What follows belongs to an exercise in optimizing a design on an open flow for small area; a production flow would make more cautious choices.
In this exercise RTL edits were held to simulation tests only and were not proved equivalent to the original.

==> run E: inputs <==
// fir_filter
module fir_filter (
    input  wire signed [15:0] i_fir_data_in,
    input  wire               i_fir_en,
    input  wire               i_tap_wr_en,
    input  wire        [5:0]  i_tap_wr_addr,
    input  wire        [15:0] i_tap_wr_data,
    input  wire               i_clk,
    input  wire               i_rst_n,
    output reg  signed [31:0] o_fir_data_out
);
reg [15:0] tap [0:50];
reg [16:0] buffer [0:50];
reg [31:0] acc_a, acc_b;    
reg [21:0] macc_n;
integer i;
always @(posedge i_clk or negedge i_rst_n) begin
    if (!i_rst_n) begin
        tap[0] <= 16'hfffd;
        tap[1] <= 16'hffeb;
        tap[2] <= 16'hffda;
        tap[3] <= 16'hffcb;
        tap[4] <= 16'hffc5;
        tap[5] <= 16'hffd2;
        tap[6] <= 16'hfffa;
        tap[7] <= 16'h003e;
        tap[8] <= 16'h0093;
        tap[9] <= 16'h00df;
        tap[10] <= 16'h0102;
        tap[11] <= 16'h00da;
        tap[12] <= 16'h0051;
        tap[13] <= 16'hff6e;
        tap[14] <= 16'hfe56;
        tap[15] <= 16'hfd51;
        tap[16] <= 16'hfcbe;
        tap[17] <= 16'hfcfd;
        tap[18] <= 16'hfe56;
        tap[19] <= 16'h00e3;
        tap[20] <= 16'h0480;
        tap[21] <= 16'h08c7;
        tap[22] <= 16'h0d24;
        tap[23] <= 16'h10e9;
        tap[24] <= 16'h1377;
        tap[25] <= 16'h145f;
        tap[26] <= 16'h1377;
        tap[27] <= 16'h10e9;
        tap[28] <= 16'h0d24;
        tap[29] <= 16'h08c7;
        tap[30] <= 16'h0480;
        tap[31] <= 16'h00e3;
  ...
make LEC_CHECK=0 ABC_AREA=1 CAP_MARGIN=30 CORE_MARGIN=2 CORE_UTILIZATION=40 PLACE_DENSITY=0.5 SLEW_MARGIN=30 SYNTH_HIERARCHICAL=1 SYNTH_MINIMUM_KEEP_SIZE=0 finish   # period 12.0 ns
run.sh (not shown) runs the stock make flow with config.mk's settings and CLKGATE_MAP_FILE= SYNTH_SCRIPT=/design/flow/synth_recipe.tcl, a recipe that flattens the netlist after the stock synthesis.
==> run H: changes against run E <==
--- a/flow/design.v
+++ b/flow/design.v
@@ -106,13 +106,13 @@
         buffer[0] <= din_r;
         for (i = 1; i <= 50; i = i + 1)
             buffer[i] <= buffer[i - 1];
         macc_n <= ~macc_next;
         acc_a <= row_a;
         acc_b <= row_b;
-        o_fir_data_out <= ~sum_n;
+        o_fir_data_out <= ~acc_a + ~acc_b;
     end
 end
 wire [16:0] y0 = buffer[0];
 wire [15:0] c0 = tap[0];
 wire p1_0_0 = ~y0[1] & y0[0], p2_0_0 = y0[1] & ~y0[0], m1_0_0 = y0[1] & y0[0];
 wire [16:0] r0_0 = ({17{p1_0_0}} & {c0[15], c0}) | ({17{p2_0_0}} & {c0, 1'b0}) | ({17{m1_0_0}} & ~{c0[15], c0});
@@ -8986,40 +8986,15 @@
 FA f13782(t13649,t13716,t13717,t13780,t13781);
 FA f13784(t13653,t13718,t13719,t13782,t13783);
 FA f13786(t13654,t13721,t13720,t13784,t13785);
 assign t13786 = t13658 ^ t13723 ^ t13722;
 wire [31:0] row_a = {t13786, t13783, t13781, t13780, t13777, t13776, t13773, t13771, t13769, t13767, t13765, t13763, t13761, t13759, t13757, t13755, t13753, t13751, t13749, t13747, t13745, t13743, t13741, t13739, t13737, t13735, t13733, t13731, t13729, t13727, t13725, t13537};
 wire [31:0] row_b = {t13785, t13784, t13782, t13779, t13778, t13775, t13774, t13772, t13770, t13768, t13766, t13764, t13762, t13760, t13758, t13756, t13754, t13752, t13750, t13748, t13746, t13744, t13742, t13740, t13738, t13736, t13734, t13732, t13730, t13728, t13726, t13724};
-wire [31:0] sum_n;                  
-wire [16:1] kl;                     
-wire [31:17] k0, k1;                
-wire [31:16] s0, s1;                
-HAN al0 (acc_a[0], acc_b[0], sum_n[0], kl[1]);
-genvar ai;
-generate for (ai = 1; ai < 16; ai = ai + 1) begin : addl
-    FA a (acc_a[ai], acc_b[ai], kl[ai], sum_n[ai], kl[ai+1]);
-end endgenerate
-HAN ah0 (acc_a[16], acc_b[16], s0[16], k0[17]);
-HA  ah1 (acc_a[16], acc_b[16], s1[16], k1[17]);
-generate for (ai = 17; ai < 32; ai = ai + 1) begin : addh
-    wire u0, u1;
-    FA a0 (acc_a[ai], acc_b[ai], k0[ai], s0[ai], u0);
-    FA a1 (acc_a[ai], acc_b[ai], k1[ai], s1[ai], u1);
-    if (ai < 31) begin : c
-        assign k0[ai+1] = u0;
-        assign k1[ai+1] = u1;
-    end
-end endgenerate
-assign sum_n[31:16] = kl[16] ? s0 : s1;    
 endmodule
 module FA (input wire a, input wire b, input wire c, output wire s, output wire co);
     assign s  = a ^ b ^ c;
     assign co = (a & b) | (a & c) | (b & c);
 endmodule
-module HA (input wire a, input wire b, output wire s, output wire co);
-    assign s  = a ^ b;
-    assign co = a & b;
-endmodule
 module HAN (input wire a, input wire b, output wire s, output wire co);
     assign s  = ~(a ^ b);
     assign co = a | b;
 endmodule
- CORE_UTILIZATION: 40 -> 30
- CTS_CLUSTER_DIAMETER: not set -> 100
- CTS_CLUSTER_SIZE: not set -> 30
- PLACE_DENSITY: 0.5 -> 0.4
==> run D: changes against run E <==
- CORE_UTILIZATION: 40 -> 30
- CTS_CLUSTER_DIAMETER: not set -> 100
- CTS_CLUSTER_SIZE: not set -> 30
==> out/metrics.yaml <==
status:
  status: "timing/DRC/antenna clean"
yosys:
  synth_area_sq_um: 312000
  synth_xor_area_share_pct: 2.56
floorplan:
  start_util_pct: 30.1
placed_design:
  post-dp-hpwl_um: 2220000
worst_setup_path:
  path_cells: "nand2_1 > inv_1 > a21oi_1 > fa_1 > fa_1 > fa_1 > fa_1 > fa_1 > fa_1 > fa_1 > fa_1 > fa_1 > fa_1 > fa_1 > fa_1 > fa_1 > nand2_1 > o21ai_0"
cells_and_area:
  clk_share_pct: 2.42
  final_core_util_pct: 32.1
  num-clock-buffers: 227
routing:
  met2_length_um: 1040000
  avgRoutedWirePerCell_um: 55.9
the above is filed under run H

==> out/metrics.yaml <==
status:
  status: "timing/DRC/antenna clean"
routing:
  met2_length_um: 1010000
  avgRoutedWirePerCell_um: 57.8
cells_and_area:
  n_all_inverters: 3038
  area_growth_pct: 7.17
  clk_share_pct: 2.31
  num-clock-buffers: 217
floorplan:
  start_util_pct: 30.1
placed_design:
  post-dp-hpwl_um: 2300000
yosys:
  synth_xor_area_share_pct: 2.59
  synth_fa_ha_area_share_pct: 44.6
  synth_area_sq_um: 311000
  yosysTopAreaCellShare_pct: 44.2
worst_setup_path:
  path_cells: "inv_1 > nor2_1 > inv_1 > o22ai_1 > a21oi_1 > fa_1 > fa_1 > fa_1 > fa_1 > fa_1 > fa_1 > fa_1 > fa_1 > fa_1 > fa_1 > fa_1 > fa_1 > fa_1 > nand2_1 > nand2_1"
the above is filed under run D

==> out/metrics.yaml <==
grt:
  antenna_found_initial: 364
status:
  status: "timing/DRC/antenna clean"
routing:
  avgRoutedWirePerCell_um: 57.8
  met2_length_um: 874000
worst_setup_path:
  path_cells: "clkinv_1 > o21ai_0 > xor2_1 > fa_1 > fa_1 > fa_1 > fa_1 > fa_1 > fa_1 > fa_1 > fa_1 > fa_1 > fa_1 > fa_1 > fa_1 > fa_1 > fa_1 > nand2_1 > nand2_1"
  worst-path-buf-inv: 1
floorplan:
  start_util_pct: 40.1
yosys:
  synth_xor_area_share_pct: 2.59
  synth_area_sq_um: 311000
  seq_area_frac_synth_pct: 14.7
cells_and_area:
  clk_share_pct: 2.80
  num-clock-buffers: 350
  final_core_util_pct: 42.2
clocking:
  cts_buffers: 266
placed_design:
  post-dp-hpwl_um: 2070000
the above is filed under run E

==> re-timing with driven ports <==
In the flow no input, the clock included, has a driving cell. The finished layouts below were timed again as built, in two steps. Step 1 assumes that a clkbuf_16 drives the clock port and a buf_2 every other input. Step 2 times the ports against the registers' clock, not the clock port: input delays grow and output delays shrink by t, the midpoint of the rising clock arrivals with the driver on. Slacks: ideal ports / drivers / drivers and shift; pairs: ideal ports / drivers.
run	shift t [ns]	setup slack, ns	worst data-port slew with drivers (ns)	cell pins on the clock port's net
run E	1.292	1.338 / 1.338 / 1.338	0.54	1
run H	1.360	1.615 / 1.615 / 1.440	0.12	1
run D	1.344	1.573 / 1.573 / 1.492	0.58	1
After both steps setup and hold are still met in every run listed. For run H, which loses most, drivers alone change the setup slack by 0.000 ns; drivers and shift together by -0.175 ns.
